Source: an optimization exercise on an open RTL-to-GDS flow (aim: small area). Production flows keep margins and buffers that such runs may drop. Function was checked by simulation only, so behaviour that the tests miss may differ from the original. The clock cells of runs 5 to 7 come from the design's own scripts or RTL, not from TritonCTS. The flow treats the clock pin as an ideal source. Dropping or thinning the clock tree relies on that and would not hold on a real chip. Power figures rest on the tool's default switching activity, not on a simulated workload.

[config.mk]
export PLATFORM = sky130hd
export DESIGN_NAME = Snake
export DESIGN_NICKNAME = Snake
export VERILOG_FILES = /design/flow/design.v
export SDC_FILE = /design/flow/constraint.sdc
export NUM_CORES = 4
export LEC_CHECK = 0
export CAP_MARGIN = 20
export CORE_MARGIN = 2
export CORE_UTILIZATION = 40
export CTS_BUF_LIST = sky130_fd_sc_hd__clkbuf_8
export SLEW_MARGIN = 20
[constraint.sdc]
create_clock -name core_clock -period 10.0 [get_ports {clk}]
set_input_delay 2.0000 -clock core_clock [delete_from_list [all_inputs] [get_ports {clk}]]
set_output_delay 2.0000 -clock core_clock [all_outputs]
set_load 0.01 [all_outputs]
[design.v]
module Snake (
  input wire clk,
  input reset, left, right, up, down,
  output h_sync, v_sync,
  output [3:0] red, green, blue
);
  function automatic [10:0] add11(input [10:0] a, input [10:0] b);
    integer i; reg c;
    begin c = 1'b0; for (i = 0; i < 11; i = i + 1) begin add11[i] = a[i] ^ b[i] ^ c; c = (a[i] & b[i]) | (c & (a[i] ^ b[i])); end end
  endfunction
  function automatic [10:0] inc11(input [10:0] a, input ci);
    integer i; reg c;
    begin c = ci; for (i = 0; i < 11; i = i + 1) begin inc11[i] = a[i] ^ c; c = c & a[i]; end end
  endfunction
  function automatic [10:0] sub11(input [10:0] a, input [10:0] b);
    integer i; reg c;
    begin c = 1'b1; for (i = 0; i < 11; i = i + 1) begin sub11[i] = a[i] ^ ~b[i] ^ c; c = (a[i] & ~b[i]) | (c & (a[i] | ~b[i])); end end
  endfunction
  function automatic lt11(input [10:0] a, input [10:0] b);
    integer i; reg l;
    begin l = 1'b0; for (i = 0; i < 11; i = i + 1) l = (~a[i] & b[i]) | (~a[i] & l) | (b[i] & l); lt11 = l; end
  endfunction
  function automatic in19(input [10:0] d);
    in19 = (d[10:4] == 7'd0) & (d[3:0] != 4'd0) & ~(d[3] & (d[2] | d[1]));
  endfunction
  reg [1:0] ph;    
  reg       run;   
  always @(posedge clk) begin
    run <= ~reset;
    if (reset) ph <= 2'b00;
    else       ph <= {ph[0], ~ph[1]};
  end
  wire en = run & (ph == 2'b00);
  localparam [16:0] TERM = 17'h151ae;
  reg  [16:0] lf;
  wire upd = (lf == TERM);
  always @(posedge clk) begin
    if (reset | upd) lf <= {16'd0, ~reset};
    else             lf <= {lf[15:0], ~(lf[16] ^ lf[13])};
  end
  reg [9:0] cx, cy;
  wire cx_end = cx[9] & cx[8] & cx[5];             
  wire cy_end = cy[9] & cy[3] & cy[2] & cy[0];     
  wire line_end = en & cx_end;
  wire [10:0] cxn = inc11({1'b0, cx}, en);
  wire [10:0] cyn = inc11({1'b0, cy}, line_end);
  always @(posedge clk) begin
    cx <= (reset | line_end) ? 10'd0 : cxn[9:0];
    cy <= (reset | (line_end & cy_end)) ? 10'd0 : cyn[9:0];
  end
  wire cx0 = (cx == 10'd0);
  wire disp = ~cx0 & lt11({1'b0, cx}, 11'd641) & lt11({1'b0, cy}, 11'd480);
  wire hs_p = ~lt11({1'b0, cx}, 11'd657) & lt11({1'b0, cx}, 11'd753);
  wire vs_p = cx0 ? ((cy == 10'd491) | (cy == 10'd492)) : ((cy == 10'd490) | (cy == 10'd491));
  wire bx   = (~cx0 & lt11({1'b0, cx}, 11'd16)) | (~lt11({1'b0, cx}, 11'd631) & lt11({1'b0, cx}, 11'd642));
  wire by   = cx0 ? (((cy != 10'd0) & lt11({1'b0, cy}, 11'd16)) | (~lt11({1'b0, cy}, 11'd466) & lt11({1'b0, cy}, 11'd482)))
                  : (lt11({1'b0, cy}, 11'd15) | (~lt11({1'b0, cy}, 11'd465) & lt11({1'b0, cy}, 11'd481)));
  wire brd  = bx | by;
  assign h_sync = ~hs_p;
  assign v_sync = ~vs_p;
  reg [5:0] rc;    
  wire [10:0] rcn = inc11({5'b0, rc}, en);
  always @(posedge clk)
    rc <= reset ? 6'd63 : rcn[5:0];
  reg [5:0] aidx;   
  reg       aset;   
  wire [8:0] tx, ty;
  assign tx[0] = 1'b0;
  assign tx[1] = 1'b0;
  assign tx[2] = (aidx[4:0] == 5'd0) | (aidx[4:0] == 5'd1) | (aidx[4:0] == 5'd3) | (aidx[4:0] == 5'd5) | (aidx[4:0] == 5'd7) | (aidx[4:0] == 5'd9) | (aidx[4:0] == 5'd11) | (aidx[4:0] == 5'd13) | (aidx[4:0] == 5'd15) | (aidx[4:0] == 5'd17) | (aidx[4:0] == 5'd19) | (aidx[4:0] == 5'd21) | (aidx[4:0] == 5'd23) | (aidx[4:0] == 5'd25) | (aidx[4:0] == 5'd27) | (aidx[4:0] == 5'd29) | (aidx[4:0] == 5'd31);
  assign tx[3] = (aidx[4:0] == 5'd2) | (aidx[4:0] == 5'd3) | (aidx[4:0] == 5'd6) | (aidx[4:0] == 5'd7) | (aidx[4:0] == 5'd10) | (aidx[4:0] == 5'd11) | (aidx[4:0] == 5'd14) | (aidx[4:0] == 5'd15) | (aidx[4:0] == 5'd18) | (aidx[4:0] == 5'd19) | (aidx[4:0] == 5'd22) | (aidx[4:0] == 5'd23) | (aidx[4:0] == 5'd26) | (aidx[4:0] == 5'd27) | (aidx[4:0] == 5'd30) | (aidx[4:0] == 5'd31);
  assign tx[4] = (aidx[4:0] == 5'd0) | (aidx[4:0] == 5'd1) | (aidx[4:0] == 5'd3) | (aidx[4:0] == 5'd4) | (aidx[4:0] == 5'd6) | (aidx[4:0] == 5'd9) | (aidx[4:0] == 5'd11) | (aidx[4:0] == 5'd12) | (aidx[4:0] == 5'd14) | (aidx[4:0] == 5'd17) | (aidx[4:0] == 5'd19) | (aidx[4:0] == 5'd21) | (aidx[4:0] == 5'd23) | (aidx[4:0] == 5'd24) | (aidx[4:0] == 5'd26) | (aidx[4:0] == 5'd29) | (aidx[4:0] == 5'd31);
  assign tx[5] = (aidx[4:0] == 5'd2) | (aidx[4:0] == 5'd3) | (aidx[4:0] == 5'd5) | (aidx[4:0] == 5'd6) | (aidx[4:0] == 5'd8) | (aidx[4:0] == 5'd9) | (aidx[4:0] == 5'd12) | (aidx[4:0] == 5'd15) | (aidx[4:0] == 5'd18) | (aidx[4:0] == 5'd19) | (aidx[4:0] == 5'd22) | (aidx[4:0] == 5'd23) | (aidx[4:0] == 5'd25) | (aidx[4:0] == 5'd26) | (aidx[4:0] == 5'd28) | (aidx[4:0] == 5'd29);
  assign tx[6] = (aidx[4:0] == 5'd4) | (aidx[4:0] == 5'd5) | (aidx[4:0] == 5'd6) | (aidx[4:0] == 5'd10) | (aidx[4:0] == 5'd11) | (aidx[4:0] == 5'd12) | (aidx[4:0] == 5'd16) | (aidx[4:0] == 5'd17) | (aidx[4:0] == 5'd18) | (aidx[4:0] == 5'd19) | (aidx[4:0] == 5'd24) | (aidx[4:0] == 5'd25) | (aidx[4:0] == 5'd26) | (aidx[4:0] == 5'd30) | (aidx[4:0] == 5'd31);
  assign tx[7] = (aidx[4:0] == 5'd7) | (aidx[4:0] == 5'd8) | (aidx[4:0] == 5'd9) | (aidx[4:0] == 5'd10) | (aidx[4:0] == 5'd11) | (aidx[4:0] == 5'd12) | (aidx[4:0] == 5'd27) | (aidx[4:0] == 5'd28) | (aidx[4:0] == 5'd29) | (aidx[4:0] == 5'd30) | (aidx[4:0] == 5'd31);
  assign tx[8] = (aidx[4:0] == 5'd13) | (aidx[4:0] == 5'd14) | (aidx[4:0] == 5'd15) | (aidx[4:0] == 5'd16) | (aidx[4:0] == 5'd17) | (aidx[4:0] == 5'd18) | (aidx[4:0] == 5'd19);
  wire [10:0] pyw = add11({5'b0, aidx}, 11'd10);
  wire [5:0] p = pyw[5:0];
  wire p01 = (p[5:1] == 5'd0);
  wire ge25 = ~lt11({5'b0, p}, 11'd25);
  wire ge50 = ~lt11({5'b0, p}, 11'd50);
  wire ge52 = ~lt11({5'b0, p}, 11'd52);
  wire [10:0] qq = sub11({5'b0, p}, ge52 ? 11'd52 : ge50 ? 11'd50 : ge25 ? 11'd25 : 11'd0);
  wire [4:0] q = qq[4:0];
  wire [10:0] t10b = add11({3'b0, q, 3'b000}, {5'b0, q, 1'b0});
  wire [10:0] t10c = add11(t10b, {7'b0, ge52, 3'b000});
  assign ty = p01 ? 9'd20 : t10c[8:0];
  wire [8:0] ax = aset ? tx : 9'd350;
  wire [8:0] ay = aset ? ty : 9'd300;
  reg       mv;      
  reg [1:0] mdir;    
  always @(posedge clk) begin
    if (reset) mv <= 1'b0;
    else if (left | right | up | down) mv <= 1'b1;
    if (left)       mdir <= 2'd0;
    else if (right) mdir <= 2'd1;
    else if (up)    mdir <= 2'd2;
    else if (down)  mdir <= 2'd3;
  end
  reg [1:0] last;    
  reg [1:0] rg0, rg1, rg2, rg3, rg4, rg5, rg6, rg7, rg8;
  always @(posedge clk) begin
    if (upd) last <= mdir;
    rg0 <= upd ? last : rg8;
    rg1 <= rg0; rg2 <= rg1; rg3 <= rg2; rg4 <= rg3;
    rg5 <= rg4; rg6 <= rg5; rg7 <= rg6; rg8 <= rg7;
  end
  wire [1:0] h0 = last;
  wire [1:0] h9 = rg8;
  reg [9:0] s1x, s10x;
  reg [8:0] s1y, s10y;
  reg [3:0] cnt;
  wire lv = (cnt != 4'd0);
  wire ov = (cnt == 4'd10);
  wire dzx = ~lv | h0[1];
  wire dpx = lv & ~h0[1] & h0[0];
  wire dnx = lv & ~h0[1] & ~h0[0];
  wire dzy = ~lv | ~h0[1];
  wire dpy = lv & h0[1] & h0[0];
  wire dny = lv & h0[1] & ~h0[0];
  wire ux = upd & lv & ~h0[1];
  wire uy = upd & lv &  h0[1];
  wire vx = upd & ov & ~h9[1];
  wire vy = upd & ov &  h9[1];
  wire [9:0] ax_l = ux ? (h0[0] ? 10'd5 : -10'd5) : 10'd0;
  wire [8:0] ay_l = uy ? (h0[0] ? 9'd5  : -9'd5)  : 9'd0;
  wire [9:0] ax_o = vx ? (h9[0] ? 10'd5 : -10'd5) : 10'd0;
  wire [8:0] ay_o = vy ? (h9[0] ? 9'd5  : -9'd5)  : 9'd0;
  wire [10:0] s1xn = add11({1'b0, s1x}, {1'b0, ax_l});
  wire [10:0] s1yn = add11({2'b0, s1y}, {2'b0, ay_l});
  wire [10:0] s10xn = add11({1'b0, s10x}, {1'b0, ax_o});
  wire [10:0] s10yn = add11({2'b0, s10y}, {2'b0, ay_o});
  wire [10:0] cntn = inc11({7'b0, cnt}, upd & mv & ~ov);
  always @(posedge clk) begin
    s1x  <= reset ? 10'd320 : s1xn[9:0];
    s1y  <= reset ? 9'd240  : s1yn[8:0];
    s10x <= reset ? 10'd320 : s10xn[9:0];
    s10y <= reset ? 9'd240  : s10yn[8:0];
    cnt  <= reset ? 4'd0    : cntn[3:0];
  end
  wire xwp = ~lt11({1'b0, s1x}, 11'd1019);    
  wire xwn = lt11({1'b0, s1x}, 11'd5);        
  wire ywp = ~lt11({2'b0, s1y}, 11'd507);
  wire ywn = lt11({2'b0, s1y}, 11'd5);
  reg pa, apl, snk, hd, go, R, G, B;
  wire [10:0] cxm = add11({1'b0, cx}, 11'd2038);
  wire [10:0] cym = add11({1'b0, cy}, 11'd2038);
  wire cxl = lt11({1'b0, cx}, 11'd10);
  wire cyl = lt11({1'b0, cy}, 11'd10);
  wire [10:0] d1x = sub11({1'b0, cx}, {1'b0, s1x});
  wire [10:0] d1y = sub11({1'b0, cy}, {2'b0, s1y});
  wire in_apple = in19(sub11({1'b0, cx}, {2'b0, ax})) & in19(sub11({1'b0, cy}, {2'b0, ay}));
  wire in_body  = ~d1x[10] & (d1x != 11'd0) & (cxl | lt11({1'b0, cxm[9:0]}, {1'b0, s10x})) &
                  ~d1y[10] & (d1y != 11'd0) & (cyl | lt11({1'b0, cym[9:0]}, {2'b0, s10y}));
  wire head_x = (dzx & (~lt11(d1x ^ 11'h400, 11'd1025) & lt11(d1x ^ 11'h400, 11'd1034))) |
                   (dpx & ~xwp & (~lt11(d1x ^ 11'h400, 11'd1030) & lt11(d1x ^ 11'h400, 11'd1039))) |
                   (dpx & xwp & (~lt11(d1x ^ 11'h400, 11'd6) & lt11(d1x ^ 11'h400, 11'd15))) |
                   (dnx & ~xwn & (~lt11(d1x ^ 11'h400, 11'd1020) & lt11(d1x ^ 11'h400, 11'd1029)));
  wire head_y = (dzy & (~lt11(d1y ^ 11'h400, 11'd1025) & lt11(d1y ^ 11'h400, 11'd1034))) |
                   (dpy & ~ywp & (~lt11(d1y ^ 11'h400, 11'd1030) & lt11(d1y ^ 11'h400, 11'd1039))) |
                   (dpy & ywp & (~lt11(d1y ^ 11'h400, 11'd518) & lt11(d1y ^ 11'h400, 11'd527))) |
                   (dny & ~ywn & (~lt11(d1y ^ 11'h400, 11'd1020) & lt11(d1y ^ 11'h400, 11'd1029))) |
                   (dny & ywn & (~lt11(d1y ^ 11'h400, 11'd1532) & lt11(d1y ^ 11'h400, 11'd1541)));
  wire in_head = head_x & head_y;
  always @(posedge clk) begin
    if (reset) begin
      pa <= 1'b0; apl <= 1'b0; snk <= 1'b0; hd <= 1'b0; go <= 1'b1;
      R <= 1'b0; G <= 1'b0; B <= 1'b0;
      aset <= 1'b0;
    end else if (en) begin
      pa  <= in_apple;
      apl <= pa;
      snk <= in_body;
      hd  <= in_head;
      go  <= brd & (snk | hd);
      R   <= disp & apl & ~go;
      G   <= disp & snk & ~go;
      B   <= disp & (brd | hd | go);
      if (apl & hd) aset <= 1'b1;
    end
  end
  always @(posedge clk)
    if (en & apl & hd) aidx <= rc;
  assign red   = {4{R}};
  assign green = {4{G}};
  assign blue  = {4{B}};
endmodule
[run.sh]
#!/bin/bash
# synth_recipe.tcl (not shown) runs the flow's synth.tcl, then flattens the netlist and writes it again
# the make line also repeats each setting of config.mk as NAME=value (left out here)
make -C /OpenROAD-flow-scripts/flow DESIGN_CONFIG=/design/flow/config.mk WORK_HOME=/design/flow/orfs CLKGATE_MAP_FILE= SYNTH_SCRIPT=/design/flow/synth_recipe.tcl finish
==> results.yml, run 1 <==
outcome:
  status: "no timing/DRC/antenna violations"
die:
  die_y_um: 143
  pin_count: 20
  dieArea_sq_um: 20400
  die_x_um: 143
  start_util_pct: 41.0
  placementRows: 50
  core-area_sq_um: 18800
pwr:
  p_per_area_nw_per_um2: 115
  p_leak_nw: 3.58
  ir_drop_mv: 0.130
detailed_routing:
  ant_nets: 0
  avgRoutedWirePerCell_um: 14.0
  drt_iter0_markers: 191
  drc: 0
  m1WireLength_mm: 7.56
  vias: 5087
  topRoutingLayerUsed: "met4"
  wl_met3_um: 333
  wl_mm: 14.7
  vias_per_cell: 4.84
  met2_length_mm: 6.51
  drtPass1Iterations: 4
setup_path:
  worst_path_largest_cell_delay_ns: 0.54
  rr_startpoint: "aidx[1]"
  cp-end-kind: "register"
  rrSetupSlack_ns: 2.97
  rr_worst_depth: 29
  cp.arrival_ns: 7.40
  crit_type: "register to register"
  r2r-end: "pa"
  cp-start-kind: "register"
  required_ns: 10.37
  crit_slowest_cell: "edfxtp_1"
  path_max_fanout: 12
  path_common_cell: "fa_1"
cts:
  cts_resized: 0
  cts_setup_buffers: 0
  insertion_delay_ns: 0.44
  clkTransAtPathRegs_ns: 0.08
  cts_tree: "built"
  cts_hold_buffers: 0
  cts.path.max_buffers: 2
  htreeDepth: 4
  cts_num_sinks: 126
  cts-buffers-inserted: 17
  cts_root_buf: "clkbuf_8"
global_route:
  grt-ovfl-total: 0
  grt_max_degree: 70
  grt_pass1_wl_mm: 25.2
  antenna_found_initial: 0
  grt_pass1_vias: 4964
  grt.total_usage_pct: 15.9
hold_path:
  hp-start: "rg7[1]"
  holdCritPathClass: "register to register"
  worst_hold_path.endpoint: "rg8[1]"
  holdPathStages: 0
placed_design:
  dp.cells: 1020
  placed_cell_area_sq_um: 8070
  place_congestion: 0.807
  portBuffers: 19
  hpwl_mm: 11.3
layout:
  final_cells: 1052
  stdcell_area_sq_um: 8440
  drive_above_1_share_pct: 9.09
  fin_nets: 918
  fillers: 1819
  area_growth_pct: 9.27
  num_antenna_cells: 0
timing:
  layout_min_cycle_time_ns: 7.03
  maxSlewViolCount: 0
  finClkSkew_ns: 0.00762
  post-route-period-util_pct: 70.3
  setup_tns_ns: 0
  clock.fmax_ghz: 0.142
  relSlewSlack_pct: 43.0
  worst_slew_pin_slew_ns: 0.851
  finalSetupViolCount: 0
  rsz0062_at_grt: "false"
  hold_violations: 0
logic_synthesis:
  synth_top_cell_area_share_pct: 30.6
  avgSynthCellArea_sq_um: 10.1
  synth_flop_cell: "dfxtp_1"
  yosysUniqueCellTypes: 75
  synth_edf_count: 8
  synth.net_count: 905
  netlist_instances: 766
  synth_area_sq_um: 7720
  ys_warn_count: 1
  yosysSeqAreaShare_pct: 33.7
  ys_top_cells_by_area: "dfxtp_1 (31%), fa_1 (17%), ha_1 (11%), inv_1 (4.3%), edfxtp_1 (3.1%)"
  ys_ff_latch: 126
  yosys.area.top_type: "dfxtp_1"
  async_flop_share_pct: 0
flow_run:
  max_cap_viol_count: 0
==> per-stage QoR <==
| step | total power, mW | util [%] | hold slack (ns) | worst slack [ns] |
|---|---|---|---|---|
| after floorplan | 0.553 | - | 0.310 | 3.45 |
| after global placement | 0.561 | 42.8 | 0.312 | 3.08 |
| after detailed placement | 0.562 | 42.8 | 0.312 | 2.95 |
| after CTS | 0.984 | 44.8 | 0.331 | 2.95 |
| after global routing | 1.01 | 44.8 | 0.339 | 2.45 |
| final | 0.970 | 44.8 | 0.324 | 2.97 |
==> synth_stat cells (all sizes together) (2+ instances only) <==
master   instances
nand3            9
edfxtp           8
xnor2           11
nor4            11
clkbuf          12
or3              6
nand4bb          2
o22ai            5
a31oi            3
maj3             5
nand4            9
a22oi            6
nor2            54
mux2i            5
and2            23
o211ai           3
inv             90
or2b             2
dfxtp          118
a21oi           30
a211oi           6
xor2             6
nand2           38
and3            16
a32o             2
ha              66
nand2b           6
nor3            17
nand4b           4
fa              67
o21ai           16
buf             15
or4              5
nor4b            2
nand3b           2
nor3b            3
clkinv           2
or2             20
a221oi           3
nor2b           38
==> layer usage <==
| layer | GRT usage (%) | up-vias |
|---|---|---|
| met3 | 3.02 | 17 |
| met1 | 22.3 | 2425 |
| met4 | 5.84 | 0 |
| li1 | - | 2589 |
| met2 | 24.5 | 56 |
| met5 | 0 | - |
==> how the worst max path moves through the flow <==
stage                     to  slack, ns  cells after the start     from
after floorplan           pa       3.45                     29  aidx[2]
after global placement    pa       3.08                     29  aidx[1]
after detailed placement  pa       2.95                     29  aidx[1]
after CTS                 pa       2.95                     29  aidx[1]
after global routing      pa       2.45                     29  aidx[1]
final                     pa       2.97                     29  aidx[1]
==> report_power, final <==
part / total [mW] / internal [mW] / switching (mW)
logic: 0.0316 / 0.0137 / 0.0179
registers: 0.518 / 0.513 / 0.00471
clock network: 0.421 / 0.200 / 0.221
total: 0.970 / 0.727 / 0.244
==> cell usage in the layout (no fill, tap or decap), types with 4 or more instances in the layout <==
master           Yosys  routed
inv_1               89      89
fa_1                67      67
xnor2_1             11      11
a21oi_1             30      30
inv_6                0       4
nand3_1              9       9
nand2_1             38      38
dfxtp_1            118     118
nor2_1              54      54
edfxtp_1             8       8
clkdlybuf4s50_1      0      18
maj3_1               5       5
a211oi_1             6       6
o22ai_1              5       5
nor3_1              15      15
clkinvlp_4           0       4
clkbuf_8             2      17
nor4_1               8       8
o21ai_0             12      12
ha_1                66      66
o21ai_1              4       4
xor2_1               6       6
and2_1              23      23
or2_2               18      18
or3_1                6       6
and3_1              16      16
mux2i_1              5       5
clkinv_2             1       4
nor2b_1             38      38
nand4_1              9       9
nand2b_1             6       6
a22oi_1              6       6
==> state kept, by name (all words and copies together), names as in the netlist, 4 cells and up <==
register,count
cx,10
lf,17
rc,6
cnt,4
s1y,9
aidx,6
s10x,10
s1x,10
cy,10
s10y,9
==> logic make-up (layout without fill, tap and decap cells) <==
| logic type | after synthesis | in the layout | synth area share, % |
|---|---|---|---|
| compound gates | 89 | 89 | 7.57 |
| simple gates | 271 | 271 | 20.4 |
| xor+xnor | 17 | 17 | 1.93 |
| buf+inv | 120 | 146 | 7.08 |
| fa+ha+maj | 138 | 138 | 28.7 |
| mux | 5 | 5 | 0.648 |
| flops | 126 | 126 | 33.7 |
==> layout make-up <==
| class | instances | area [sq um] | area share, % |
|---|---|---|---|
| multi-input combinational | 520 | 4570 | 54.2 |
| timing repair buffer | 21 | 200 | 2.37 |
| sequential | 126 | 2600 | 30.8 |
| tap | 260 | 325 | 3.86 |
| clock buffer | 17 | 234 | 2.77 |
| clock inverter | 15 | 139 | 1.65 |
| inverter | 93 | 364 | 4.31 |
==> worst max-delay path: cells and delay by family (launching register included) <==
family,cells,cell delay (ns)
flops,1,0.54
fa+ha+maj,13,4.20
compound gates,1,0.16
xor+xnor,1,0.39
buf+inv,7,0.48
simple gates,7,1.21
==> inputs of run 2 (changes only) <==
--- a/config.mk
+++ b/config.mk
@@ -10,3 +10,2 @@
 export CORE_UTILIZATION = 40
-export CTS_BUF_LIST = sky130_fd_sc_hd__clkbuf_8
 export SLEW_MARGIN = 20
==> results.yml, run 2 <==
layout:
  num_antenna_cells: 0
  final_core_util_pct: 45.8
  fin_nets: 918
  multi_input_area_sq_um: 4570
  largest_register: "lf"
  area_growth_pct: 11.7
  fillers: 1797
  largest_reg_flops: 17
  final_common_cell: "dfxtp_1"
  seq_area_sq_um: 2600
  final_cell_mix: "dfxtp_1 (118), inv_1 (89), fa_1 (67)"
  drive_above_1_share_pct: 9.09
pwr:
  combPwrFrac_pct: 2.8
  p_leak_nw: 3.67
  switching_share_pct: 23.2
  power.switching_uw: 263
  p_per_area_nw_per_um2: 132
  p_int_uw: 873
  ir_drop_mv: 0.140
  power.share.clock_pct: 51.5
  power_frac_seq_pct: 45.7
logic_synthesis:
  yosysUniqueCellTypes: 75
  yosysSeqAreaShare_pct: 33.7
  synth_top_cell_area_share_pct: 30.6
  avgSynthCellArea_sq_um: 10.1
  ys_warn_count: 1
  yosys-top-cells-count: "dfxtp_1 (118), inv_1 (89), fa_1 (67)"
  synth_flop_cell: "dfxtp_1"
  netlist_instances: 766
  yosys.area.top_type: "dfxtp_1"
  synth_most_common_cell: "dfxtp_1"
  ys_ff_latch: 126
  synth_area_sq_um: 7720
  async_flop_share_pct: 0
  synth_edf_count: 8
  synth.net_count: 905
  ys_top_cells_by_area: "dfxtp_1 (31%), fa_1 (17%), ha_1 (11%), inv_1 (4.3%), edfxtp_1 (3.1%)"
setup_path:
  worst_path_largest_cell_delay_ns: 0.54
  required_ns: 10.34
  crit_slowest_cell: "edfxtp_1"
  cp-end-kind: "register"
  cp.arrival_ns: 7.40
  cp-start-kind: "register"
  path_common_cell: "fa_1"
  rr_startpoint: "aidx[1]"
  startpoint: "aidx[1]"
  rr_worst_depth: 29
  path_max_fanout: 12
  crit_type: "register to register"
cts:
  clkTransAtPathRegs_ns: 0.06
  cts_setup_buffers: 0
  htreeDepth: 4
  cts-buffers-inserted: 17
  cts.path.max_buffers: 2
  cts_num_sinks: 126
  cts_root_buf: "clkbuf_16"
  insertion_delay_ns: 0.42
  cts_tree: "built"
  cts_hold_buffers: 0
  cts_resized: 0
outcome:
  status: "no timing/DRC/antenna violations"
die:
  placementRows: 50
  dieArea_sq_um: 20400
  start_util_pct: 41.0
  die_x_um: 143
  pin_count: 20
  die_y_um: 143
  core-area_sq_um: 18800
timing:
  fin_hold_ws_ns: 0.322
  maxSlewViolCount: 0
  hold_violations: 0
  postLayoutSetupSlackWorst_ns: 2.94
  finalSetupViolCount: 0
  post-route-period-util_pct: 70.6
  relSlewSlack_pct: 42.6
  clock.fmax_ghz: 0.142
  finClkSkew_ns: 0.00665
  worst_slew_pin_slew_ns: 0.857
  setup_tns_ns: 0
  layout_min_cycle_time_ns: 7.06
  rsz0062_at_grt: "false"
global_route:
  grt.total_usage_pct: 16.0
  grt-ovfl-total: 0
  antenna_found_initial: 0
  grt_pass1_wl_mm: 25.3
  grt_pass1_vias: 4988
  grt_max_degree: 70
hold_path:
  holdCritPathClass: "register to register"
  hp-start: "rg7[1]"
  holdPathStages: 0
placed_design:
  hpwl_mm: 11.3
  place_congestion: 0.807
  portBuffers: 19
  place_ws_ns: 2.95
detailed_routing:
  drt_iter0_markers: 168
  vias: 5060
  vias_per_cell: 4.81
  drc: 0
  wl_mm: 14.8
  ant_nets: 0
  drtPass1Iterations: 6
  avgRoutedWirePerCell_um: 14.1
flow_run:
  max_cap_viol_count: 0
[run 2: cell counts after synthesis]
Identical to the previous run, type by type.
[run 2: cells by family after synthesis]
family	after synthesis	share of synthesized area, %
AOI/OAI and AO/OA	89	7.57
xor gates and xnor gates	17	1.93
adders and majority gates	138	28.7
buffers and inverters	120	7.08
DFF	126	33.7
muxes	5	0.648
and+or+nand+nor	271	20.4
[run 2: final cells by class]
class | count | area share [%]
inverters | 93 | 4.22
flip-flops and latches | 126 | 30.2
clock buffers | 17 | 4.93
repair buffers | 21 | 2.32
multi-input cells | 520 | 53.0
well taps | 260 | 3.77
clock inverters | 15 | 1.61
[run 2: final timing paths]
kind / to / slack (ns)
max: pa / 2.94
min reg2reg: rg8[1] / 0.32
min: rg8[1] / 0.32
max reg2reg: pa / 2.94
[run 2: power groups by stage]
stage | Sequential, mW | Clock, mW | Combinational [mW]
after floorplan | 0.528 | 0 | 0.0244
after global placement | 0.530 | 0 | 0.0313
after detailed placement | 0.530 | 0 | 0.0317
after CTS | 0.519 | 0.600 | 0.0322
after global routing | 0.519 | 0.624 | 0.0361
final | 0.519 | 0.585 | 0.0318
[run 2: per-layer routing]
metal	vias to the layer above	share of wire (%)	track usage, %
met5	-	0	0
met4	0	1.0	5.52
met3	7	2.4	3.42
met2	53	45	24.5
met1	2409	51	22.4
li1	2591	-	-
[run 2: worst max-delay path: cells and delay by family, from the launching register on]
kind                     cells  cell delay (ns)
flip-flops                   1             0.54
AO/OA/AOI/OAI                1             0.16
AND/OR/NAND/NOR              7             1.22
adder cells (fa/ha/maj)     13             4.22
buffers and inverters        7             0.48
XOR/XNOR                     1             0.39
[run 2: metrics by stage]
stage          area [sq um]  power, mW  cells
2_1_floorplan          7720      0.553    766
3_3_place_gp           8070      0.561   1020
3_5_place_dp           8070      0.562   1020
4_1_cts                8630       1.15   1052
5_1_grt                8630       1.18   1052
6_report               8630       1.14   1052
==> inputs of run 3 (changes only) <==
--- a/config.mk
+++ b/config.mk
@@ -10,2 +10,3 @@
 export CORE_UTILIZATION = 40
+export CTS_BUF_LIST = sky130_fd_sc_hd__clkbuf_2 sky130_fd_sc_hd__clkbuf_4 sky130_fd_sc_hd__clkbuf_8
 export SLEW_MARGIN = 20
==> results.yml, run 3 <==
timing:
  rsz0062_at_grt: "false"
  relSlewSlack_pct: 43.0
  hold_violations: 0
  maxSlewViolCount: 0
  layout_min_cycle_time_ns: 7.03
  finalSetupViolCount: 0
  setup_tns_ns: 0
  worst_slew_pin_slew_ns: 0.851
  clock.fmax_ghz: 0.142
  finClkSkew_ns: 0.00762
  post-route-period-util_pct: 70.3
  postLayoutSetupSlackWorst_ns: 2.97
  fin_hold_ws_ns: 0.324
setup_path:
  r2r-end: "pa"
  rr_startpoint: "aidx[1]"
  rrSetupSlack_ns: 2.97
  crit_type: "register to register"
  required_ns: 10.37
  cp-start-kind: "register"
  worstSetupEndpoint: "pa"
  rr_worst_depth: 29
  path_common_cell: "fa_1"
  worst_path_largest_cell_delay_ns: 0.54
  startpoint: "aidx[1]"
  path_max_fanout: 12
  cp-end-kind: "register"
  crit_slowest_cell: "edfxtp_1"
  cp.arrival_ns: 7.40
logic_synthesis:
  yosysUniqueCellTypes: 75
  synth.net_count: 905
  async_flop_share_pct: 0
  synth_top_cell_area_share_pct: 30.6
  synth_edf_count: 8
  synth_simple_gate_area_share_pct: 20.4
  ys_top_cells_by_area: "dfxtp_1 (31%), fa_1 (17%), ha_1 (11%), inv_1 (4.3%), edfxtp_1 (3.1%)"
  synth_xor_xnor_area_share_pct: 1.93
  synth_area_sq_um: 7720
  yosys.area.top_type: "dfxtp_1"
  synth_flop_cell: "dfxtp_1"
  ys_ff_latch: 126
  synth_top_family_by_area: "adder cells"
  synth_most_common_cell: "dfxtp_1"
  synth_mux_area_share_pct: 0.648
  synth_compound_area_share_pct: 7.57
  ys_warn_count: 1
  yosys-top-cells-count: "dfxtp_1 (118), inv_1 (89), fa_1 (67)"
  netlist_instances: 766
  synthAdderAreaFrac_pct: 28.7
  yosysSeqAreaShare_pct: 33.7
  avgSynthCellArea_sq_um: 10.1
die:
  core-area_sq_um: 18800
  dieArea_sq_um: 20400
  start_util_pct: 41.0
  die_x_um: 143
  pin_count: 20
  placementRows: 50
  die_y_um: 143
detailed_routing:
  avgRoutedWirePerCell_um: 14.0
  drc: 0
  drt_iter0_markers: 191
  vias_per_cell: 4.84
  ant_nets: 0
  drtPass1Iterations: 4
  vias: 5087
  wl_mm: 14.7
cts:
  cts.path.max_buffers: 2
  cts_resized: 0
  cts-buffers-inserted: 17
  insertion_delay_ns: 0.44
  cts_num_sinks: 126
  cts_hold_buffers: 0
  cts_tree: "built"
  cts_setup_buffers: 0
  cts_root_buf: "clkbuf_8"
  clkTransAtPathRegs_ns: 0.08
  htreeDepth: 4
layout:
  seq_area_sq_um: 2600
  fillers: 1819
  multi_input_area_sq_um: 4570
  final_common_cell: "dfxtp_1"
  drive_above_1_share_pct: 9.09
  largest_register: "lf"
  num_antenna_cells: 0
  final_cell_mix: "dfxtp_1 (118), inv_1 (89), fa_1 (67)"
  stdcell_area_sq_um: 8440
  fin_nets: 918
  area_growth_pct: 9.27
  largest_reg_flops: 17
pwr:
  ir_drop_mv: 0.130
  p_per_area_nw_per_um2: 115
  p_leak_nw: 3.58
placed_design:
  hpwl_mm: 11.3
  place_congestion: 0.807
  placed_cell_area_sq_um: 8070
  place_ws_ns: 2.95
  portBuffers: 19
global_route:
  antenna_found_initial: 0
  grt_max_degree: 70
  grt_pass1_wl_mm: 25.2
  grt.total_usage_pct: 15.9
  grt-ovfl-total: 0
  grt_pass1_vias: 4964
hold_path:
  holdPathStages: 0
  hp-start: "rg7[1]"
  holdCritPathClass: "register to register"
flow_run:
  max_cap_viol_count: 0
outcome:
  status: "no timing/DRC/antenna violations"
-- run 3: worst min-delay path by stage --
stage / endpoint / slack [ns]
floorplan: rg1[0] / 0.31
global placement: rg8[0] / 0.31
detailed placement: rg5[1] / 0.31
CTS: rg5[1] / 0.33
global route: rg6[1] / 0.34
finish: rg8[1] / 0.32
-- run 3: through the flow --
| stage | instances | util, % | power (mW) |
|---|---|---|---|
| 2_1_floorplan | 766 | - | 0.553 |
| 6_report | 1052 | 44.8 | 0.970 |
| 4_1_cts | 1052 | 44.8 | 0.984 |
| 3_3_place_gp | 1020 | 42.8 | 0.561 |
| 5_1_grt | 1052 | 44.8 | 1.01 |
| 3_5_place_dp | 1020 | 42.8 | 0.562 |
-- run 3: cells by family (layout without fill, tap and decap cells) --
logic type,after synthesis,after routing
buf+inv,120,146
mux,5,5
compound gates,89,89
xor+xnor,17,17
fa+ha+maj,138,138
simple gates,271,271
flops,126,126
-- run 3: area by class of cell --
cell class | count | share of cell area (%)
timing repair buffer | 21 | 2.37
inverter | 93 | 4.31
tap | 260 | 3.86
multi-input combinational | 520 | 54.2
clock buffer | 17 | 2.77
sequential | 126 | 30.8
clock inverter | 15 | 1.65
-- run 3: layer usage --
metal | global-route usage, % | wire length [um]
met1 | 22.3 | 7560
met2 | 24.5 | 6510
met4 | 5.84 | 269
met5 | 0 | 0
met3 | 3.02 | 333
-- run 3: power breakdown --
part,internal [mW],leakage [nW],total [mW],switching (mW)
clock network,0.200,0.181,0.421,0.221
logic,0.0137,2.37,0.0316,0.0179
registers,0.513,1.03,0.518,0.00471
total,0.727,3.58,0.970,0.244
-- run 3: critical path, delay by kind of cell, from the launching register on --
kind / cells / cell delay (ns)
AO/OA/AOI/OAI: 1 / 0.16
XOR/XNOR: 1 / 0.39
flip-flops: 1 / 0.54
adder cells (fa/ha/maj): 13 / 4.20
buffers and inverters: 7 / 0.48
AND/OR/NAND/NOR: 7 / 1.21
==> inputs of run 4 (changes only) <==
==> flow/run.sh (new file) <==
#!/bin/bash
# The standard layout, with the smallest buffer on the ports and a clock
# tree of clkbuf_8 without dummy loads.
set -euo pipefail
export BUFFER_PORTS_ARGS="-buffer_cell sky130_fd_sc_hd__buf_1"
export CTS_ARGS="-sink_clustering_enable -repair_clock_nets -buf_list sky130_fd_sc_hd__clkbuf_8 -dont_use_dummy_load"
bash standard.sh > standard.log 2>&1
==> standard.sh (new file) <==
#!/bin/bash
# synth_recipe.tcl (not shown) runs the flow's synth.tcl, then flattens the netlist and writes it again
# the make line also repeats each setting of config.mk as NAME=value (left out here)
make -C /OpenROAD-flow-scripts/flow DESIGN_CONFIG=/design/flow/config.mk WORK_HOME=/design/flow/orfs CLKGATE_MAP_FILE= SYNTH_SCRIPT=/design/flow/synth_recipe.tcl "${@:-finish}"
--- a/config.mk
+++ b/config.mk
@@ -10,3 +10,2 @@
 export CORE_UTILIZATION = 40
-export CTS_BUF_LIST = sky130_fd_sc_hd__clkbuf_2 sky130_fd_sc_hd__clkbuf_4 sky130_fd_sc_hd__clkbuf_8
 export SLEW_MARGIN = 20
removed: run.sh
==> results.yml, run 4 <==
outcome:
  status: "no timing/DRC/antenna violations"
setup_path:
  startpoint: "aidx[1]"
  rrSetupSlack_ns: 2.98
  required_ns: 10.36
  path_common_cell: "fa_1"
  r2r-end: "pa"
  cp-start-kind: "register"
  path_max_fanout: 12
  rr_worst_depth: 31
  cp-end-kind: "register"
  worst_path_largest_cell_delay_ns: 0.53
  rr_startpoint: "aidx[1]"
  crit_slowest_cell: "edfxtp_1"
  crit_type: "register to register"
  cp.arrival_ns: 7.38
timing:
  worst_slew_pin_slew_ns: 0.846
  maxSlewViolCount: 0
  finClkSkew_ns: 0.0314
  clock.fmax_ghz: 0.142
  setup_tns_ns: 0
  layout_min_cycle_time_ns: 7.02
  finalSetupViolCount: 0
  postLayoutSetupSlackWorst_ns: 2.98
  rsz0062_at_grt: "false"
  hold_violations: 0
  relSlewSlack_pct: 43.3
  post-route-period-util_pct: 70.2
placed_design:
  hpwl_mm: 11.2
  place_ws_ns: 2.96
  portBuffers: 19
  placed_cell_area_sq_um: 7950
  place_congestion: 0.792
logic_synthesis:
  synth_flop_cell: "dfxtp_1"
  ys_warn_count: 1
  yosysUniqueCellTypes: 75
  yosysSeqAreaShare_pct: 33.7
  ys_ff_latch: 126
  yosys-top-cells-count: "dfxtp_1 (118), inv_1 (89), fa_1 (67)"
  async_flop_share_pct: 0
  synth_top_cell_area_share_pct: 30.6
  netlist_instances: 766
  synth_area_sq_um: 7720
  synth.net_count: 905
  yosys.area.top_type: "dfxtp_1"
  avgSynthCellArea_sq_um: 10.1
  synth_edf_count: 8
  ys_top_cells_by_area: "dfxtp_1 (31%), fa_1 (17%), ha_1 (11%), inv_1 (4.3%), edfxtp_1 (3.1%)"
  synth_most_common_cell: "dfxtp_1"
global_route:
  grtUsageMet2_pct: 23.9
  grt-ovfl-total: 0
  grt_pass1_wl_mm: 25.0
  grt-busiest-layer: "met2"
  use_met1_pct: 22.4
  use_met3_pct: 2.88
  grt_pass1_vias: 4951
  antenna_found_initial: 0
  grt_max_degree: 70
  grt.total_usage_pct: 15.7
layout:
  final_core_util_pct: 43.5
  final_cell_mix: "dfxtp_1 (118), inv_1 (89), fa_1 (67)"
  area_growth_pct: 6.01
  num_antenna_cells: 0
  stdcell_area_sq_um: 8190
  largest_reg_flops: 17
  final_common_cell: "dfxtp_1"
  largest_register: "lf"
  drive_above_1_share_pct: 7.34
  fin_nets: 918
detailed_routing:
  drtPass1Iterations: 4
  drt_iter0_markers: 173
  drc: 0
  ant_nets: 0
  avgRoutedWirePerCell_um: 13.9
  wl_mm: 14.4
  vias_per_cell: 4.84
  vias: 5019
cts:
  cts_setup_buffers: 0
  cts_num_sinks: 126
  insertion_delay_ns: 0.45
  cts_tree: "built"
  cts_hold_buffers: 0
  htreeDepth: 4
  cts_resized: 0
  cts.path.max_buffers: 2
  clkTransAtPathRegs_ns: 0.08
  cts-buffers-inserted: 17
  cts_root_buf: "clkbuf_8"
hold_path:
  worst_hold_path.endpoint: "rg5[1]"
  hp-start: "rg4[1]"
  holdCritPathClass: "register to register"
  holdPathStages: 0
pwr:
  ir_drop_mv: 0.102
  p_leak_nw: 3.48
  p_per_area_nw_per_um2: 106
die:
  die_y_um: 143
  placementRows: 50
  core-area_sq_um: 18800
  dieArea_sq_um: 20400
  pin_count: 20
  die_x_um: 143
  start_util_pct: 41.0
flow_run:
  max_cap_viol_count: 0
[run 4: cell counts after synthesis]
Identical to the previous run, type by type.
[run 4: how the worst max path moves through the flow]
stage / cells past startpoint / to
2_1_floorplan: 29 / pa
3_3_place_gp: 29 / pa
3_5_place_dp: 29 / pa
4_1_cts: 29 / pa
5_1_grt: 34 / pa
6_report: 31 / pa
[run 4: layout make-up]
| cell class | count | area (sq um) |
|---|---|---|
| fillers | 1840 | 10600 |
| multi-input cells | 520 | 4570 |
| flip-flops and latches | 126 | 2600 |
| inverters | 93 | 364 |
| well taps | 260 | 325 |
| clock buffers | 17 | 234 |
| repair buffers | 21 | 87.6 |
[run 4: metal layers]
| layer | share of wire, % | wire length (um) |
|---|---|---|
| met4 | 1.1 | 153 |
| met2 | 44 | 6320 |
| met5 | 0 | 0 |
| met3 | 3.1 | 449 |
| met1 | 52 | 7490 |
[run 4: logic make-up (layout without fill, tap and decap cells)]
kind of cell	after synthesis	after routing	share of synthesized area [%]
AND/OR/NAND/NOR	271	271	20.4
adder cells (fa/ha/maj)	138	138	28.7
flip-flops	126	126	33.7
buffers and inverters	120	131	7.08
AO/OA/AOI/OAI	89	89	7.57
XOR/XNOR	17	17	1.93
multiplexers	5	5	0.648
[run 4: power by group]
part	internal (mW)	switching, mW	total, mW
Combinational	0.0118	0.0176	0.0294
Clock	0.149	0.167	0.316
Sequential	0.514	0.00485	0.519
[run 4: critical path, delay by kind of cell (launching register included)]
family	cells	cell delay [ns]
compound gates	2	0.23
simple gates	6	0.91
buf+inv	8	0.51
xor+xnor	1	0.40
flops	1	0.53
fa+ha+maj	14	4.33
[run 4: per-stage QoR]
step,power (mW),instances,hold slack [ns]
2_1_floorplan,0.553,766,0.310
3_3_place_gp,0.560,1020,0.312
3_5_place_dp,0.560,1020,0.312
4_1_cts,0.878,1037,0.322
5_1_grt,0.902,1037,0.332
6_report,0.864,1037,0.315
==> inputs of run 5 (changes only) <==
==> flow/run.sh (replaced) <==
#!/bin/bash
# The standard layout (standard.sh), with two changes: the ports get the
# smallest buffer, and the clock tree is built by flow/cts_manual.tcl (the
# clock port drives one root buffer, which drives one buffer per spatial
# cluster of flip-flops) instead of TritonCTS.
set -euo pipefail
export BUFFER_PORTS_ARGS="-buffer_cell sky130_fd_sc_hd__buf_1"
export PRE_CTS_TCL="$PWD/flow/cts_manual.tcl"
export MCTS_NLEAF=8
export MCTS_ROOT=sky130_fd_sc_hd__clkbuf_8
export MCTS_BUF=sky130_fd_sc_hd__clkbuf_8
bash standard.sh > standard.log 2>&1
==> flow/cts_manual.tcl (new file) <==
# Replaces TritonCTS with a one-level clock tree: the clock port drives NLEAF
# buffers, each driving one spatial cluster of the clock sinks.
proc clock_tree_synthesis { args } {
  set nleaf [expr { [info exists ::env(MCTS_NLEAF)] ? $::env(MCTS_NLEAF) : 4 }]
  set bufname [expr { [info exists ::env(MCTS_BUF)] ? $::env(MCTS_BUF) : "sky130_fd_sc_hd__clkbuf_8" }]
  set db [ord::get_db]
  set block [ord::get_db_block]
  set master [$db findMaster $bufname]
  set clk [$block findNet clk]
  set sinks {}
  foreach it [$clk getITerms] {
    set inst [$it getInst]
    set bb [$inst getBBox]
    lappend sinks [list $it [expr {([$bb xMin] + [$bb xMax]) / 2}] [expr {([$bb yMin] + [$bb yMax]) / 2}]]
  }
  set n [llength $sinks]
  puts "manual cts: $n sinks, $nleaf leaves of $bufname"
  # k-means clustering, initial centres spread along a sort by x then y
  set sorted [lsort -integer -index 1 $sinks]
  set cx {}; set cy {}
  for {set k 0} {$k < $nleaf} {incr k} {
    set s [lindex $sorted [expr {int(($k + 0.5) * $n / $nleaf)}]]
    lappend cx [lindex $s 1]; lappend cy [lindex $s 2]
  }
  for {set iter 0} {$iter < 50} {incr iter} {
    # capacity-limited assignment: sink-centre pairs in order of distance
    set cap [expr {int(ceil(double($n) / $nleaf))}]
    set pairs {}
    set i 0
    foreach s $sinks {
      for {set k 0} {$k < $nleaf} {incr k} {
        lappend pairs [list [expr {abs([lindex $s 1] - [lindex $cx $k]) + abs([lindex $s 2] - [lindex $cy $k])}] $i $k]
      }
      incr i
    }
    set pairs [lsort -real -index 0 $pairs]
    set asg [lrepeat $n -1]
    set used [lrepeat $nleaf 0]
    foreach p $pairs {
      lassign $p d i k
      if {[lindex $asg $i] >= 0} continue
      if {[lindex $used $k] >= $cap} continue
      lset asg $i $k
      lset used $k [expr {[lindex $used $k] + 1}]
    }
    set assign $asg
    # balance: cap cluster size
    set ncx {}; set ncy {}
    for {set k 0} {$k < $nleaf} {incr k} {
      set sx 0; set sy 0; set c 0
      foreach s $sinks a $assign { if {$a == $k} { set sx [expr {$sx + [lindex $s 1]}]; set sy [expr {$sy + [lindex $s 2]}]; incr c } }
      if {$c > 0} { lappend ncx [expr {$sx / $c}]; lappend ncy [expr {$sy / $c}] } else { lappend ncx [lindex $cx $k]; lappend ncy [lindex $cy $k] }
    }
    set cx $ncx; set cy $ncy
  }
  set src $clk
  if {[info exists ::env(MCTS_ROOT)] && $::env(MCTS_ROOT) ne ""} {
    set rinst [odb::dbInst_create $block [$db findMaster $::env(MCTS_ROOT)] "mcts_root"]
    set rnet [odb::dbNet_create $block "mcts_clknet_root"]
    $rnet setSigType CLOCK
    # move the port's sinks onto the root net
    [$rinst findITerm A] connect $clk
    [$rinst findITerm X] connect $rnet
    set sx 0; set sy 0
    foreach v $cx { set sx [expr {$sx + $v}] }
    foreach v $cy { set sy [expr {$sy + $v}] }
    $rinst setLocation [expr {int($sx / $nleaf)}] [expr {int($sy / $nleaf)}]
    $rinst setPlacementStatus PLACED
    set src $rnet
  }
  for {set k 0} {$k < $nleaf} {incr k} {
    set inst [odb::dbInst_create $block $master "mcts_leaf_$k"]
    set net [odb::dbNet_create $block "mcts_clknet_$k"]
    $net setSigType CLOCK
    [$inst findITerm A] connect $src
    [$inst findITerm X] connect $net
    $inst setLocation [expr {int([lindex $cx $k])}] [expr {int([lindex $cy $k])}]
    $inst setPlacementStatus PLACED
    set c 0
    foreach s $sinks a $assign {
      if {$a == $k} {
        set it [lindex $s 0]
        $it disconnect
        $it connect $net
        incr c
      }
    }
    puts "manual cts: leaf $k at ([lindex $cx $k], [lindex $cy $k]) drives $c sinks"
  }
  global_connect
}
==> results.yml, run 5 <==
outcome:
  status: "no timing/DRC/antenna violations"
timing:
  setup_tns_ns: 0
  maxSlewViolCount: 0
  finClkSkew_ns: 0.0207
  relSlewSlack_pct: 43.7
  hold_violations: 0
  post-route-period-util_pct: 70.3
  worst_slew_pin_slew_ns: 0.839
  finalSetupViolCount: 0
  postLayoutSetupSlackWorst_ns: 2.97
  clock.fmax_ghz: 0.142
  layout_min_cycle_time_ns: 7.03
  rsz0062_at_grt: "false"
detailed_routing:
  drt_iter0_markers: 189
  topRoutingLayerUsed: "met4"
  met2_length_mm: 6.29
  ant_nets: 0
  vias_per_cell: 4.84
  drc: 0
  drtPass1Iterations: 4
  wl_mm: 14.3
  avgRoutedWirePerCell_um: 13.9
  m1WireLength_mm: 7.26
  wl_met3_um: 525
  vias: 4983
logic_synthesis:
  avgSynthCellArea_sq_um: 10.1
  synth_area_sq_um: 7720
  synth_flop_cell: "dfxtp_1"
  yosysUniqueCellTypes: 75
  yosys.area.top_type: "dfxtp_1"
  synth.net_count: 905
  ys_top_cells_by_area: "dfxtp_1 (31%), fa_1 (17%), ha_1 (11%), inv_1 (4.3%), edfxtp_1 (3.1%)"
  synth_most_common_cell: "dfxtp_1"
  async_flop_share_pct: 0
  netlist_instances: 766
  synth_edf_count: 8
  ys_warn_count: 1
  yosys-top-cells-count: "dfxtp_1 (118), inv_1 (89), fa_1 (67)"
  synth_top_cell_area_share_pct: 30.6
  ys_ff_latch: 126
  yosysSeqAreaShare_pct: 33.7
die:
  placementRows: 50
  dieArea_sq_um: 20400
  die_x_um: 143
  start_util_pct: 41.0
  core-area_sq_um: 18800
  pin_count: 20
  die_y_um: 143
flow_run:
  max_cap_viol_count: 0
layout:
  final_common_cell: "dfxtp_1"
  num_antenna_cells: 0
  area_growth_pct: 4.59
  fin_nets: 910
  drive_above_1_share_pct: 6.37
  final_cell_mix: "dfxtp_1 (118), inv_1 (89), fa_1 (67)"
  largest_register: "lf"
  largest_reg_flops: 17
setup_path:
  path_common_cell: "fa_1"
  rr_worst_depth: 31
  required_ns: 10.33
  cp-start-kind: "register"
  cp.arrival_ns: 7.37
  crit_slowest_cell: "edfxtp_1"
  path_max_fanout: 12
  cp-end-kind: "register"
  crit_type: "register to register"
  worst_path_largest_cell_delay_ns: 0.55
pwr:
  p_per_area_nw_per_um2: 96.6
  ir_drop_mv: 0.0981
  p_leak_nw: 3.42
hold_path:
  holdPathStages: 0
  holdCritPathClass: "register to register"
global_route:
  grt_pass1_vias: 4876
  antenna_found_initial: 0
  grt_max_degree: 70
  grt.total_usage_pct: 14.7
  grt-ovfl-total: 0
  grt_pass1_wl_mm: 24.8
placed_design:
  portBuffers: 19
  place_ws_ns: 2.96
  hpwl_mm: 11.2
  place_congestion: 0.792
cts:
  clkTransAtPathRegs_ns: 0.10
  cts_resized: 0
  insertion_delay_ns: 0.41
  cts_setup_buffers: 0
  cts_hold_buffers: 0
## run 5: cell counts after synthesis
Identical to the previous run, type by type.
## run 5: power breakdown
part           switching [mW]  internal (mW)  leakage, nW
Combinational          0.0175         0.0118         2.33
Sequential            0.00486          0.513         1.03
Clock                   0.151         0.0814       0.0647
## run 5: path summary, 6_finish.rpt
check,to,startpoint,slack [ns]
worst max-delay path,pa,aidx[1],2.97
worst max register to register,pa,aidx[1],2.97
worst min register to register,rg5[0],rg4[0],0.33
worst min-delay path,rg5[0],rg4[0],0.33
## run 5: layer usage
metal / GRT usage (%) / vias to the layer above
li1: - / 2559
met1: 22.1 / 2352
met2: 23.9 / 58
met3: 1.07 / 14
met4: 1.62 / 0
met5: 0 / -
## run 5: stage by stage
step / area (sq um) / utilization (%) / std cells / hold WS [ns] / total power, mW
after CTS: 8080 / 42.9 / 1029 / 0.312 / 0.729
final: 8080 / 42.9 / 1029 / 0.333 / 0.780
after global placement: 7950 / 42.2 / 1020 / 0.312 / 0.560
after floorplan: 7720 / - / 766 / 0.310 / 0.553
after global routing: 8080 / 42.9 / 1029 / 0.340 / 0.815
after detailed placement: 7950 / 42.2 / 1020 / 0.312 / 0.560
## run 5: cell type report
type | count | area [sq um]
multi-input cells | 520 | 4570
fillers | 1846 | 10800
inverters | 93 | 364
plain buffers | 9 | 124
well taps | 260 | 325
repair buffers | 21 | 87.6
flip-flops and latches | 126 | 2600
## run 5: cells by family (layout without fill, tap and decap cells)
logic type	after synthesis	after routing	synth area share, %
adders and majority gates	138	138	28.7
buffers and inverters	120	123	7.08
AOI/OAI and AO/OA	89	89	7.57
and+or+nand+nor	271	271	20.4
xor gates and xnor gates	17	17	1.93
muxes	5	5	0.648
DFF	126	126	33.7
## run 5: worst max-delay path: cells and delay by family, from the launching register on
kind / cells / cell delay (ns)
flip-flops: 1 / 0.55
adder cells (fa/ha/maj): 14 / 4.33
buffers and inverters: 8 / 0.51
AO/OA/AOI/OAI: 2 / 0.23
AND/OR/NAND/NOR: 6 / 0.92
XOR/XNOR: 1 / 0.40
==> inputs of run 6 (changes only) <==
--- a/flow/run.sh
+++ b/flow/run.sh
@@ -8,5 +8,5 @@
 export PRE_CTS_TCL="$PWD/flow/cts_manual.tcl"
-export MCTS_NLEAF=8
-export MCTS_ROOT=sky130_fd_sc_hd__clkbuf_8
-export MCTS_BUF=sky130_fd_sc_hd__clkbuf_8
+export MCTS_NLEAF=4
+export MCTS_ROOT=
+export MCTS_BUF=sky130_fd_sc_hd__clkbuf_16
 bash standard.sh > standard.log 2>&1
==> results.yml, run 6 <==
layout:
  area_growth_pct: 4.28
  num_antenna_cells: 0
  fin_nets: 905
  largest_register: "lf"
  drive_above_1_share_pct: 5.76
  largest_reg_flops: 17
  stdcell_area_sq_um: 8050
  final_cell_mix: "dfxtp_1 (118), inv_1 (89), fa_1 (67)"
  final_common_cell: "dfxtp_1"
  fillers: 1842
timing:
  worst_slew_pin_slew_ns: 0.837
  post-route-period-util_pct: 70.5
  maxSlewViolCount: 0
  rsz0062_at_grt: "false"
  finClkSkew_ns: 0.0150
  finalSetupViolCount: 0
  layout_min_cycle_time_ns: 7.05
  clock.fmax_ghz: 0.142
  setup_tns_ns: 0
  hold_violations: 0
  relSlewSlack_pct: 43.9
hold_path:
  holdCritPathClass: "register to register"
  hp-start: "rg7[0]"
logic_synthesis:
  synth_mux_area_share_pct: 0.648
  synth_most_common_cell: "dfxtp_1"
  yosys.area.top_type: "dfxtp_1"
  synth_top_family_by_area: "adder cells"
  async_flop_share_pct: 0
  synthAdderAreaFrac_pct: 28.7
  ys_top_cells_by_area: "dfxtp_1 (31%), fa_1 (17%), ha_1 (11%), inv_1 (4.3%), edfxtp_1 (3.1%)"
  yosysUniqueCellTypes: 75
  ys_ff_latch: 126
  synth_area_sq_um: 7720
  netlist_instances: 766
  synth_edf_count: 8
  synth.net_count: 905
  synth_xor_xnor_area_share_pct: 1.93
  synth_simple_gate_area_share_pct: 20.4
  avgSynthCellArea_sq_um: 10.1
  synth_top_cell_area_share_pct: 30.6
  ys_warn_count: 1
  synth_flop_cell: "dfxtp_1"
  yosys-top-cells-count: "dfxtp_1 (118), inv_1 (89), fa_1 (67)"
  yosysSeqAreaShare_pct: 33.7
  synth_compound_area_share_pct: 7.57
global_route:
  grt_max_degree: 70
  grt_pass1_vias: 4833
  grtUsageMet2_pct: 23.6
  use_met1_pct: 22.4
  use_met3_pct: 0.537
  grt-ovfl-total: 0
  grt.total_usage_pct: 14.5
  grt-busiest-layer: "met2"
  grt_pass1_wl_mm: 24.6
  antenna_found_initial: 0
die:
  pin_count: 20
  placementRows: 50
  die_y_um: 143
  dieArea_sq_um: 20400
  die_x_um: 143
  core-area_sq_um: 18800
  start_util_pct: 41.0
detailed_routing:
  avgRoutedWirePerCell_um: 13.8
  ant_nets: 0
  drc: 0
  drtPass1Iterations: 4
  vias_per_cell: 4.83
  wl_mm: 14.1
  drt_iter0_markers: 206
  vias: 4950
setup_path:
  path_common_cell: "fa_1"
  crit_type: "register to register"
  required_ns: 10.11
  path_max_fanout: 12
  cp-start-kind: "register"
  cp.arrival_ns: 7.16
  rr_startpoint: "aidx[1]"
  cp-end-kind: "register"
  crit_slowest_cell: "edfxtp_1"
  worst_path_largest_cell_delay_ns: 0.56
  startpoint: "aidx[1]"
outcome:
  status: "no timing/DRC/antenna violations"
placed_design:
  hpwl_mm: 11.2
  portBuffers: 19
  place_congestion: 0.792
  placed_cell_area_sq_um: 7950
cts:
  clkTransAtPathRegs_ns: 0.12
  insertion_delay_ns: 0.18
  cts_hold_buffers: 0
  cts_setup_buffers: 0
  cts_resized: 0
flow_run:
  max_cap_viol_count: 0
pwr:
  p_per_area_nw_per_um2: 92.8
  p_leak_nw: 3.40
  ir_drop_mv: 0.142
## run 6: cell types whose count changed in the layout (fill, tap and decap cells not counted)
cell,before,now
clkbuf_8,9,0
clkbuf_16,0,4
## run 6: cell type report
| cell class | count | area (sq um) | share of cell area (%) |
|---|---|---|---|
| plain buffers | 4 | 100 | 1.24 |
| well taps | 260 | 325 | 4.04 |
| inverters | 93 | 364 | 4.52 |
| flip-flops and latches | 126 | 2600 | 32.3 |
| repair buffers | 21 | 87.6 | 1.09 |
| multi-input cells | 520 | 4570 | 56.8 |
## run 6: through the flow
| step | setup slack [ns] | util [%] | instances | hold WS [ns] | total power [mW] |
|---|---|---|---|---|---|
| after CTS | 2.97 | 42.8 | 1024 | 0.312 | 0.709 |
| after global routing | 2.46 | 42.8 | 1024 | 0.345 | 0.781 |
| after floorplan | 3.45 | - | 766 | 0.310 | 0.553 |
| final | 2.95 | 42.8 | 1024 | 0.338 | 0.748 |
| after detailed placement | 2.96 | 42.2 | 1020 | 0.312 | 0.560 |
| after global placement | 3.08 | 42.2 | 1020 | 0.312 | 0.560 |
## run 6: cell families (layout without fill, tap and decap cells)
family | Yosys count | in the layout
xor gates and xnor gates | 17 | 17
buffers and inverters | 120 | 118
DFF | 126 | 126
AOI/OAI and AO/OA | 89 | 89
adders and majority gates | 138 | 138
muxes | 5 | 5
and+or+nand+nor | 271 | 271
## run 6: worst max-delay path, delay by kind of cell, from the launching register on
kind,cells,cell delay (ns)
AND/OR/NAND/NOR,6,0.93
XOR/XNOR,1,0.40
buffers and inverters,8,0.51
flip-flops,1,0.56
adder cells (fa/ha/maj),14,4.34
AO/OA/AOI/OAI,2,0.23
## run 6: where the power goes
| group | internal [mW] | switching [mW] | total (mW) |
|---|---|---|---|
| logic | 0.0118 | 0.0175 | 0.0293 |
| clock network | 0.0747 | 0.125 | 0.200 |
| registers | 0.514 | 0.00478 | 0.518 |
## run 6: path summary, 6_finish.rpt
check                           slack [ns]  endpoint  cells past startpoint
worst min-delay path                  0.34    rg8[0]                      0
worst max register to register        2.95        pa                     31
worst min register to register        0.34    rg8[0]                      0
worst max-delay path                  2.95        pa                     31
## run 6: metal layers
layer,part of all wire (%),wire (um)
met3,2.9,412
met1,52,7330
met5,0,0
met2,44,6240
met4,1.0,146
==> inputs of run 7 (changes only) <==
--- a/config.mk
+++ b/config.mk
@@ -9,3 +9,3 @@
 export CORE_MARGIN = 2
-export CORE_UTILIZATION = 40
+export CORE_UTILIZATION = 70
 export SLEW_MARGIN = 20
==> results.yml, run 7 <==
pwr:
  ir_drop_mv: 0.148
  p_leak_nw: 3.40
  p_per_area_nw_per_um2: 94.9
die:
  core-area_sq_um: 10800
  start_util_pct: 71.6
  dieArea_sq_um: 11900
  die_x_um: 109
  pin_count: 20
  placementRows: 38
  die_y_um: 109
layout:
  final_common_cell: "dfxtp_1"
  multi_input_area_sq_um: 4570
  final_cell_mix: "dfxtp_1 (118), inv_1 (89), fa_1 (67)"
  fillers: 798
  largest_reg_flops: 17
  seq_area_sq_um: 2600
  fin_nets: 905
  final_cells: 904
  area_growth_pct: 2.33
  stdcell_area_sq_um: 7900
  num_antenna_cells: 0
  drive_above_1_share_pct: 5.76
  largest_register: "lf"
logic_synthesis:
  synth_top_cell_area_share_pct: 30.6
  yosysSeqAreaShare_pct: 33.7
  synth_flop_cell: "dfxtp_1"
  synth_area_sq_um: 7720
  yosys-top-cells-count: "dfxtp_1 (118), inv_1 (89), fa_1 (67)"
  ys_ff_latch: 126
  ys_warn_count: 1
  ys_top_cells_by_area: "dfxtp_1 (31%), fa_1 (17%), ha_1 (11%), inv_1 (4.3%), edfxtp_1 (3.1%)"
  async_flop_share_pct: 0
  yosysUniqueCellTypes: 75
  synth.net_count: 905
  synth_edf_count: 8
  avgSynthCellArea_sq_um: 10.1
  yosys.area.top_type: "dfxtp_1"
  synth_most_common_cell: "dfxtp_1"
  netlist_instances: 766
global_route:
  grt.total_usage_pct: 26.6
  antenna_found_initial: 0
  grt_pass1_wl_mm: 25.3
  grt-ovfl-total: 0
  grt_pass1_vias: 5281
  grt_max_degree: 42
timing:
  post-route-period-util_pct: 72.4
  worst_slew_pin_slew_ns: 0.830
  rsz0062_at_grt: "false"
  finClkSkew_ns: 0.0207
  clock.fmax_ghz: 0.138
  finalSetupViolCount: 0
  maxSlewViolCount: 0
  relSlewSlack_pct: 44.3
  setup_tns_ns: 0
  layout_min_cycle_time_ns: 7.24
  hold_violations: 0
detailed_routing:
  drt_iter0_markers: 319
  vias_per_cell: 5.85
  avgRoutedWirePerCell_um: 16.5
  ant_nets: 0
  wl_mm: 14.9
  drtPass1Iterations: 4
  vias: 5291
  drc: 0
placed_design:
  portBuffers: 19
  place_congestion: 0.921
  placed_cell_area_sq_um: 7800
  hpwl_mm: 12.0
  dp.cells: 900
cts:
  clkTransAtPathRegs_ns: 0.12
  cts_resized: 0
  cts_setup_buffers: 0
  insertion_delay_ns: 0.18
  cts_hold_buffers: 0
setup_path:
  required_ns: 10.11
  rrSetupSlack_ns: 2.76
  cp.arrival_ns: 7.35
  crit_slowest_cell: "edfxtp_1"
  cp-end-kind: "register"
  path_common_cell: "fa_1"
  rr_worst_depth: 29
  worst_path_largest_cell_delay_ns: 0.55
  cp-start-kind: "register"
  crit_type: "register to register"
  r2r-end: "pa"
  path_max_fanout: 12
  rr_startpoint: "aidx[1]"
hold_path:
  worst_hold_path.endpoint: "rg5[1]"
  holdCritPathClass: "register to register"
  hp-start: "rg4[1]"
  holdPathStages: 0
flow_run:
  max_cap_viol_count: 0
outcome:
  status: "no timing/DRC/antenna violations"
[run 7: metrics by stage]
step                      power (mW)  worst slack [ns]  hold WS (ns)  utilization (%)
after floorplan                0.553              3.45         0.310                -
after global placement         0.558              3.18         0.313             72.3
after detailed placement       0.560              2.79         0.314             72.3
after CTS                      0.710              2.80         0.317             73.2
after global routing           0.775              2.33         0.349             73.2
final                          0.750              2.76         0.341             73.2
[run 7: kinds of logic after synthesis]
| kind of cell | synth area share, % |
|---|---|
| and+or+nand+nor | 20.4 |
| buffers and inverters | 7.08 |
| xor gates and xnor gates | 1.93 |
| muxes | 0.648 |
| DFF | 33.7 |
| adders and majority gates | 28.7 |
| AOI/OAI and AO/OA | 7.57 |
[run 7: worst max path at each step]
stage / depth (start not counted) / slack, ns / end / start
floorplan: 29 / 3.45 / pa / aidx[2]
global placement: 29 / 3.18 / pa / aidx[1]
detailed placement: 29 / 2.79 / pa / aidx[1]
CTS: 29 / 2.80 / pa / aidx[1]
global route: 34 / 2.33 / pa / aidx[1]
finish: 29 / 2.76 / pa / aidx[1]
[run 7: worst max-delay path: cells and delay by family (launching register included)]
family / cells / cell delay [ns]
flip-flops: 1 / 0.55
adder cells (fa/ha/maj): 13 / 4.22
AND/OR/NAND/NOR: 7 / 1.32
XOR/XNOR: 1 / 0.43
buffers and inverters: 7 / 0.48
AO/OA/AOI/OAI: 1 / 0.15
[run 7: layout make-up]
| cell class | count | area share [%] |
|---|---|---|
| Buffer | 4 | 1.27 |
| Inverter | 93 | 4.61 |
| Multi-Input combinational cell | 520 | 57.9 |
| Sequential cell | 126 | 32.9 |
| Tap cell | 140 | 2.22 |
| Timing Repair Buffer | 21 | 1.11 |
[run 7: report_power, final]
group	switching [mW]	leakage, nW	internal (mW)
clock	0.126	0.0493	0.0747
sequential	0.00481	1.03	0.514
combinational	0.0190	2.33	0.0120
[run 7: routing by layer]
metal  vias up  GRT usage (%)  part of all wire [%]
met1      2596           38.4                    45
met4         0           3.75                   1.4
met5         -              0                     0
li1       2548              -                     -
met2       132           45.6                    49
met3        15           1.43                   3.9

-- port drivers added, routing unchanged --
No port has a modelled driver above. Below, the same layouts with a new extraction and two added sets of constraints.
Step 1 (the two cells are an assumption about what drives the block):
set clk [get_ports {clk}]
set_driving_cell -lib_cell sky130_fd_sc_hd__clkbuf_16 $clk
set_driving_cell -lib_cell sky130_fd_sc_hd__buf_2 [delete_from_list [all_inputs] $clk]
Step 2 moves the port delays by t, midway between the first and last clock arrival at a register: inputs arrive t later, outputs are due t later. That takes back most of the time a late clock gives input paths.
Slacks: ideal ports / drivers / drivers and shift; pairs: ideal ports / drivers.
run | t (ns) | setup WS [ns] | hold slack, ns | slew at the worst register clock pin (ns)
run 1 | 0.478 | 2.972 / 2.972 / 2.972 | 0.324 / 0.324 / 0.324 | 0.08 / 0.08
run 2 | 0.458 | 2.943 / 2.943 / 2.943 | 0.322 / 0.322 / 0.322 | 0.06 / 0.06
run 3 | 0.478 | 2.972 / 2.972 / 2.972 | 0.324 / 0.324 / 0.324 | 0.08 / 0.08
run 4 | 0.475 | 2.975 / 2.975 / 2.975 | 0.315 / 0.315 / 0.315 | 0.08 / 0.08
run 5 | 0.430 | 2.967 / 2.967 / 2.967 | 0.333 / 0.333 / 0.333 | 0.11 / 0.11
run 6 | 0.262 | 2.954 / 2.954 / 2.954 | 0.338 / 0.338 / 0.338 | 0.12 / 0.12
run 7 | 0.259 | 2.762 / 2.762 / 2.762 | 0.341 / 0.341 / 0.341 | 0.12 / 0.12
After both steps every run listed still meets setup and hold.
